From an optimization exercise on the open Yosys and OpenROAD flow, aimed at small area; shortcuts taken in it are not production practice.
Only simulation tests tie the RTL to the original design; equivalence was not proved.
Power is estimated from default activity; no workload was simulated.

// shift_concat
module shift_concat(clk, rst, stall, data_in,  valid_bits, msg_fin, data_out, done);
export LEC_CHECK = 0
export ABC_AREA = 0
export CAP_MARGIN = 0
export CORE_MARGIN = 2
export CORE_UTILIZATION = 60
export SLEW_MARGIN = 0
export SYNTH_HIERARCHICAL = 1
create_clock -name core_clock -period 5.0 [get_ports {clk}]
standard.sh (not shown) runs the stock make flow with config.mk's settings and CLKGATE_MAP_FILE= SYNTH_SCRIPT=/design/flow/synth_recipe.tcl, a recipe that flattens the netlist after the stock synthesis.
==> flow/flow/run.sh <==
#!/bin/bash
# Layout flow: the standard layout (standard.sh) with these changes:
#  - synthesis is the standard flow's own script (synth_recipe.tcl) with ABC's mapping step
#    run as an area-oriented script (flow/abc_area_map.script); the registers
#    and their names are those of the standard synthesis;
#  - the input and output ports are buffered with buf_1 cells;
#  - clock tree synthesis uses a clkbuf_8 root, clkbuf_4 buffers below it and no dummy loads.
# Each ORFS step writes its full log under orfs/logs/; make's own output goes
# to layout.log in the work folder.
set -euo pipefail
W=$(pwd)
F=$W/flow
{ sed "s#@ABC_SCRIPT@#$F/abc_area_map.script#" "$F/abc_override.tcl"; cat "$W/synth_recipe.tcl"; } > "$W/synth_area.tcl"
sed "s#SYNTH_SCRIPT=[^ ]*#SYNTH_SCRIPT=$W/synth_area.tcl#" "$W/standard.sh" > "$W/layout.sh"
grep -q "SYNTH_SCRIPT=$W/synth_area.tcl" "$W/layout.sh"
export BUFFER_PORTS_ARGS="-buffer_cell sky130_fd_sc_hd__buf_1"
export CTS_ARGS="-sink_clustering_enable -repair_clock_nets -dont_use_dummy_load -root_buf sky130_fd_sc_hd__clkbuf_8 -buf_list sky130_fd_sc_hd__clkbuf_4"
bash "$W/layout.sh" finish > "$W/layout.log" 2>&1
==> flow/flow/abc_area_map.script <==
strash
dch
map -a
==> flow/flow/abc_override.tcl <==
proc abc {args} {
  set i [lsearch -exact $args -script]
  if {$i >= 0} { lset args [expr {$i + 1}] @ABC_SCRIPT@ }
  yosys abc {*}$args
}
Rerun with:
- CAP_MARGIN: 0 -> 20
- SLEW_MARGIN: 0 -> 20
After rerunning: Power is about the same. Via count came out higher slightly. Count of clock-buffer cells in the layout does not change. Routed wire length came out higher slightly.
Rerun with:
--- a/flow/flow/run.sh
+++ b/flow/flow/run.sh
@@ -6,3 +6,3 @@
 #  - the input and output ports are buffered with buf_1 cells;
-#  - clock tree synthesis uses a clkbuf_8 root, clkbuf_4 buffers below it and no dummy loads.
+#  - clock tree synthesis uses clkbuf_8 buffers, clusters of up to 40 sinks and no dummy loads.
 # Each ORFS step writes its full log under orfs/logs/; make's own output goes
@@ -16,3 +16,3 @@
 export BUFFER_PORTS_ARGS="-buffer_cell sky130_fd_sc_hd__buf_1"
-export CTS_ARGS="-sink_clustering_enable -repair_clock_nets -dont_use_dummy_load -root_buf sky130_fd_sc_hd__clkbuf_8 -buf_list sky130_fd_sc_hd__clkbuf_4"
+export CTS_ARGS="-sink_clustering_enable -repair_clock_nets -dont_use_dummy_load -buf_list sky130_fd_sc_hd__clkbuf_4"
 bash "$W/layout.sh" finish > "$W/layout.log" 2>&1
- CORE_UTILIZATION: 60 -> 40
The new run passed the timing, design-rule and antenna checks.
Routed wire length is higher by 4.5%.
Via count went down by 2.4%.
Worst hold slack barely changes.
Utilization drops by 23 points.
Non-clock buffer count rises by 1.
Synthesized cell count stays the same.
Rerun with:
--- a/flow/flow/run.sh
+++ b/flow/flow/run.sh
@@ -16,3 +16,3 @@
 export BUFFER_PORTS_ARGS="-buffer_cell sky130_fd_sc_hd__buf_1"
-export CTS_ARGS="-sink_clustering_enable -repair_clock_nets -dont_use_dummy_load -buf_list sky130_fd_sc_hd__clkbuf_4"
+export CTS_ARGS="-sink_clustering_enable -repair_clock_nets -dont_use_dummy_load -root_buf sky130_fd_sc_hd__clkbuf_8 -buf_list sky130_fd_sc_hd__clkbuf_4"
 bash "$W/layout.sh" finish > "$W/layout.log" 2>&1
- CORE_UTILIZATION: 40 -> 60
=> Global-route usage increases by 11 points; clock-buffer cell count is unchanged; final area decreases by 1.3%; sequential share of layout area increases by 0.44 points; via count increases by 2.4%; area after synthesis is unchanged; final cell count decreases by 6.3%; register-to-register slack is worse by 610 ps.
Rerun with:
- CORE_UTILIZATION: 60 -> 40
The new run completed with no timing, DRC or antenna violations.
Sequential share of layout area is lower by 0.46 points.
Global-route usage shrinks by 11 points.
Maximum frequency increases by a little under a tenth.
Area after synthesis is unchanged.
Critical path depth drops by 1.
Routed wire length climbs by a few percent.
Design area goes up slightly.
Worst setup slack improved by 310 ps.
First-iteration DRC count goes down by about a fifth.

---

pine:
shift_concat, a different RTL version from the one above (not shown whole).
For scale: about 140 flip-flops, ~140 I/O pins, about 0.0072 mm2 of cells after synthesis.
==> flow/config.mk <==
export PLATFORM = sky130hd
export DESIGN_NAME = shift_concat
export DESIGN_NICKNAME = shift_concat
export VERILOG_FILES = /design/flow/design.v
export SDC_FILE = /design/flow/constraint.sdc
export NUM_CORES = 4
export LEC_CHECK = 0
export ABC_AREA = 0
export CAP_MARGIN = 20
export CORE_MARGIN = 2
export CORE_UTILIZATION = 75
export SLEW_MARGIN = 20
export SYNTH_HIERARCHICAL = 1
==> flow/constraint.sdc <==
create_clock -name core_clock -period 5.0 [get_ports {clk}]
set_input_delay 1.0000 -clock core_clock [delete_from_list [all_inputs] [get_ports {clk}]]
set_output_delay 1.0000 -clock core_clock [all_outputs]
set_load 0.01 [all_outputs]
==> flow/flow/run.sh <==
#!/bin/bash
# Layout flow: the standard layout (standard.sh) with these changes:
#  - synthesis is the standard flow's own script (synth_recipe.tcl) with ABC's mapping step
#    run as an area-oriented script (flow/abc_area_map.script); the registers
#    and their names are those of the standard synthesis;
#  - the input and output ports are buffered with buf_1 cells;
#  - clock tree synthesis uses a clkbuf_8 root, clkbuf_4 buffers below it and no dummy loads.
# Each ORFS step writes its full log under orfs/logs/; make's own output goes
# to layout.log in the work folder.
set -euo pipefail
W=$(pwd)
F=$W/flow
{ sed "s#@ABC_SCRIPT@#$F/abc_area_map.script#" "$F/abc_override.tcl"; cat "$W/synth_recipe.tcl"; } > "$W/synth_area.tcl"
sed "s#SYNTH_SCRIPT=[^ ]*#SYNTH_SCRIPT=$W/synth_area.tcl#" "$W/standard.sh" > "$W/layout.sh"
grep -q "SYNTH_SCRIPT=$W/synth_area.tcl" "$W/layout.sh"
export BUFFER_PORTS_ARGS="-buffer_cell sky130_fd_sc_hd__buf_1"
export CTS_ARGS="-sink_clustering_enable -repair_clock_nets -dont_use_dummy_load -root_buf sky130_fd_sc_hd__clkbuf_8 -buf_list sky130_fd_sc_hd__clkbuf_4"
bash "$W/layout.sh" finish > "$W/layout.log" 2>&1
Scripts as last shown in full above: flow/flow/abc_area_map.script, flow/flow/abc_override.tcl
pine | stages: all done | timing, DRC, antenna: all pass
--- input diff pine..oak ---
Settings: a change of CORE_UTILIZATION from 75 to 60.
## What came out
The final layout from oak, which completed every stage, passed the timing, design-rule and antenna checks at the end of the flow.
Taking pine as the reference, in oak portion of the layout cell area used by clock cells level, routed length on met1 picked up an extra about 20%.
The capture point of the worst path comes out lo[35] in one run and lo[55] in the other, namely in oak and pine respectively.
Routed wire length, oak and pine: larger value in pine
Total via count after detailed routing sits lower in oak than in pine.
In oak the actual transition at the worst max-transition pin turned out 140 ps lower than in pine.
oak ends up with a die height that is 11% higher than in pine.
Looking at oak and pine, the fraction of area in registers is a wash.
oak vs pine — cell area after layout rose about 0.37%.

==> separate check: timing with driven ports <==
No port has a modelled driver above. Below, the same layouts with a new extraction and two added sets of constraints. Step 1, drivers: a clkbuf_16 drives clk and a buf_2 each remaining input, both assumed. Step 2 times the ports against the registers' clock, not the clock port: input delays grow and output delays shrink by t, the midpoint of the rising clock arrivals with the driver on. a / b / c = ideal / step 1 / step 2; a / b = the first two.
run | t, ns | slack for setup (ns) | latest minus earliest clock arrival (ns) | worst register clock-pin slew, ns | worst slew at a driven data input, ns
the first run of note 1 | 0.469 | 0.787 / 0.805 / 0.336 | 0.030 / 0.030 | 0.11 / 0.11 | 0.04
the second run of note 1 | 0.463 | 0.761 / 0.781 / 0.319 | 0.029 / 0.029 | 0.11 / 0.11 | 0.04
the third run of note 1 | 0.561 | 1.190 / 1.202 / 0.641 | 0.039 / 0.039 | 0.12 / 0.12 | 0.04
the fourth run of note 1 | 0.463 | 0.761 / 0.781 / 0.319 | 0.029 / 0.029 | 0.11 / 0.11 | 0.04
the fifth run of note 1 | 0.454 | 1.070 / 1.084 / 0.630 | 0.039 / 0.039 | 0.12 / 0.12 | 0.04
pine | 0.436 | 0.193 / 0.192 / -0.245 | 0.042 / 0.041 | 0.12 / 0.12 | 0.05
oak | 0.451 | 0.768 / 0.785 / 0.335 | 0.032 / 0.031 | 0.11 / 0.11 | 0.04
Met with ideal ports but missed after step 2: setup timing in pine. The setup slack of the third run of note 1, which loses most, moves by +0.012 ns with the drivers and by -0.549 ns with both steps.
